This is an optimization exercise on Yosys and OpenROAD, whose aim is small area, a short achievable clock period and few clock cycles, not a production implementation.

Setup of build 35:
==> module divisor_clk, before the edit <==
module divisor_clk #(parameter WIDTH = 24,
                 parameter WIDTHZ = (WIDTH*2))
(
    input logic clk,
    input logic arst,
    input logic start,
    input logic [WIDTH-1:0] a,
    input logic [WIDTH-1:0] b,
    output logic done,
    output logic div_by_zero,
    output logic [WIDTH-1:0] q,
    output logic [WIDTH-1:0] f,
    output logic [WIDTHZ-1:0] z
);
    localparam K = 2;
    logic             busy;
    logic [4:0]       cnt;         
    logic [WIDTH-1:0] rem;         
    logic [WIDTH-1:0] div;         
    logic [WIDTHZ-1:0] qd;         
    logic b_zero;
    logic [WIDTH-1:0]  rem_init;
    logic [WIDTHZ-1:0] qd_init;
    logic [4:0]       cnt_init;
    assign b_zero = (b == 0);
    logic ok22;
    assign ok22 = (a[23:2] < b);
    logic ok34;
    assign ok34 = ({a, 10'b0} < {10'b0, b});
    always_comb begin
        rem_init = '0;
        qd_init  = {a, 24'b0};
        cnt_init = 5'd23;
        if (ok22) begin
            rem_init = {22'b0, a[23:2]};
            qd_init  = {a[1:0], 46'b0};
            cnt_init = 5'd12;
        end
        if (ok34) begin
            rem_init = {a[13:0], 10'b0};
            qd_init  = '0;
            cnt_init = 5'd6;
        end
    end
    logic [WIDTH-1:0]  r_s [0:K];
    logic [WIDTHZ-1:0] q_s [0:K];
    assign r_s[0] = rem;
    assign q_s[0] = qd;
    for (genvar i = 0; i < K; i++) begin : g_step
        logic [WIDTH:0] x, y, t;
        logic qb;
        assign x = {r_s[i], q_s[i][WIDTHZ-1]};
        assign y = {1'b0, div};
        logic [WIDTH+1:0] bw;
        assign bw[0] = 1'b0;
        for (genvar j = 0; j <= WIDTH; j++) begin : g_bit
            assign bw[j+1] = (~x[j] & y[j]) | (~(x[j] ^ y[j]) & bw[j]);
        end
        assign t = x ^ y ^ bw[WIDTH:0];
        assign qb = ~t[WIDTH];
        assign r_s[i+1] = qb ? t[WIDTH-1:0] : x[WIDTH-1:0];
        assign q_s[i+1] = {q_s[i][WIDTHZ-2:0], qb};
    end
    always_ff @(posedge clk or posedge arst) begin
        if (arst) begin
            busy <= 1'b0;
            done <= 1'b0;
            cnt <= '0;
            div_by_zero <= 1'b0;
        end else begin
            done <= 1'b0;
            if (busy) begin
                if (cnt == 0) begin
                    busy <= 1'b0;
                    done <= 1'b1;
                end
                cnt <= cnt - 1'b1;
            end else if (start) begin
                div_by_zero <= b_zero;
                if (b_zero) begin
                    done <= 1'b1;
                end else begin
                    busy <= 1'b1;
                    cnt <= cnt_init;
                end
            end
        end
    end
    always_ff @(posedge clk) begin
        div <= b;
        if (busy) begin
            rem <= r_s[K];
            qd  <= q_s[K];
        end else if (b_zero) begin
            rem <= '0;
            qd  <= '0;
        end else begin
            rem <= rem_init;
            qd  <= qd_init;
        end
    end
    assign q = qd[WIDTHZ-1:WIDTH];
    assign f = qd[WIDTH-1:0];
    assign z = qd;
endmodule
make LEC_CHECK=0 CAP_MARGIN=20 CORE_MARGIN=2 CORE_UTILIZATION=40 PLACE_DENSITY=0.6 SLEW_MARGIN=20 finish   # period 110.0 ns
run.sh (not shown) runs the stock make flow with config.mk's settings and CLKGATE_MAP_FILE= SYNTH_SCRIPT=/design/flow/synth_recipe.tcl, a recipe that flattens the netlist after the stock synthesis.
Inputs modified between build 35 and build 7:
--- a/flow/design.v
+++ b/flow/design.v
@@ -12,36 +12,36 @@
     output logic [WIDTH-1:0] q,
     output logic [WIDTH-1:0] f,
     output logic [WIDTHZ-1:0] z
 );
-    localparam K = 2;
+    localparam K = 7;
     logic             busy;
-    logic [4:0]       cnt;         
+    logic [2:0]       cnt;         
     logic [WIDTH-1:0] rem;         
     logic [WIDTH-1:0] div;         
     logic [WIDTHZ-1:0] qd;         
     logic b_zero;
     logic [WIDTH-1:0]  rem_init;
     logic [WIDTHZ-1:0] qd_init;
-    logic [4:0]       cnt_init;
+    logic [2:0]       cnt_init;
     assign b_zero = (b == 0);
-    logic ok22;
-    assign ok22 = (a[23:2] < b);
-    logic ok34;
-    assign ok34 = ({a, 10'b0} < {10'b0, b});
+    logic ok13;
+    assign ok13 = (|b[23:13]);
+    logic ok20;
+    assign ok20 = (|b[23:20]);
     always_comb begin
         rem_init = '0;
-        qd_init  = {a, 24'b0};
-        cnt_init = 5'd23;
-        if (ok22) begin
-            rem_init = {22'b0, a[23:2]};
-            qd_init  = {a[1:0], 46'b0};
-            cnt_init = 5'd12;
+        qd_init  = {1'b0, a, 23'b0};
+        cnt_init = 3'd6;
+        if (ok13) begin
+            rem_init = {13'b0, a[23:11]};
+            qd_init  = {a[10:0], 37'b0};
+            cnt_init = 3'd4;
         end
-        if (ok34) begin
-            rem_init = {a[13:0], 10'b0};
-            qd_init  = '0;
-            cnt_init = 5'd6;
+        if (ok20) begin
+            rem_init = {20'b0, a[23:4]};
+            qd_init  = {a[3:0], 44'b0};
+            cnt_init = 3'd3;
         end
     end
     logic [WIDTH-1:0]  r_s [0:K];
     logic [WIDTHZ-1:0] q_s [0:K];
@@ -51,12 +51,19 @@
         logic [WIDTH:0] x, y, t;
         logic qb;
         assign x = {r_s[i], q_s[i][WIDTHZ-1]};
         assign y = {1'b0, div};
-        logic [WIDTH+1:0] bw;
+        logic [WIDTH+1:0] g, p;
+        logic [WIDTH+2:0] bw;
+        assign g = {1'b0, ~x & y};
+        assign p = {1'b0, ~(x ^ y)};
         assign bw[0] = 1'b0;
-        for (genvar j = 0; j <= WIDTH; j++) begin : g_bit
-            assign bw[j+1] = (~x[j] & y[j]) | (~(x[j] ^ y[j]) & bw[j]);
+        for (genvar j = 0; j <= WIDTH; j = j + 2) begin : g_grp
+            logic gg, pp;
+            assign gg = g[j+1] | (p[j+1] & g[j]);
+            assign pp = p[j+1] & p[j];
+            assign bw[j+1] = g[j] | (p[j] & bw[j]);
+            assign bw[j+2] = gg | (pp & bw[j]);
         end
         assign t = x ^ y ^ bw[WIDTH:0];
         assign qb = ~t[WIDTH];
         assign r_s[i+1] = qb ? t[WIDTH-1:0] : x[WIDTH-1:0];
[summary]
Final instance count without filler cells of build 7 exceeds that of build 35 by more than 100%. Number of design-rule violations left by the first detailed-router iteration (lower): build 35. Summary: with build 35 as the reference, number of instances in the synthesized netlist in build 7 moved up by more than 100%. Delta (build 7 minus build 35): horizontal die dimension +47%; wire length +170%; number of clock buffer instances in the layout +1. Build 35 and build 7 ended up with nearly the same share of the clock period used by the worst path after layout. Maximum frequency: build 7 vs build 35, no meaningful difference. Build 7 vs. build 35: worst hold slack across all endpoints increased 18 ps, time the final worst path needs with I/O delays and setup went down by 45 ps. Higher post-route cell area was reported by build 7, not build 35. Of build 35 and build 7, the lower sequential share of cell area belongs to build 7. Looking at critical path launch point, the b[16] result is from build 7; the a[5] one comes from build 35. Build 7 against build 35; number of storage elements in the synthesis netlist is down slightly.
No functional check of the RTL was part of any run of this note.

==> re-timing with driven ports <==
In the flow no input, the clock included, has a driving cell. The finished layouts below were timed again as built, in two steps.
Step 1, drivers: a clkbuf_16 drives clk and a buf_2 each remaining input, both assumed.
Step 2 also shifts input and output timing later by t, the mid clock arrival at the registers, as if the neighbouring blocks saw the same clock.
Slacks: ideal ports / drivers / drivers and shift; pairs: ideal ports / drivers.
| run | t (ns) | setup WS [ns] | hold WS [ns] | worst data-port slew with drivers (ns) | pins driven straight from the clock port |
|---|---|---|---|---|---|
| build 35 | 0.398 | 85.139 / 85.154 / 84.756 | 0.476 / 0.476 / 0.476 | 0.04 | 1 |
| build 7 | 0.398 | 85.185 / 85.203 / 84.805 | 0.495 / 0.495 / 0.495 | 0.05 | 1 |
After both steps every run listed still meets setup and hold. For build 35, which loses most, drivers alone change the setup slack by +0.015 ns; drivers and shift together by -0.383 ns.
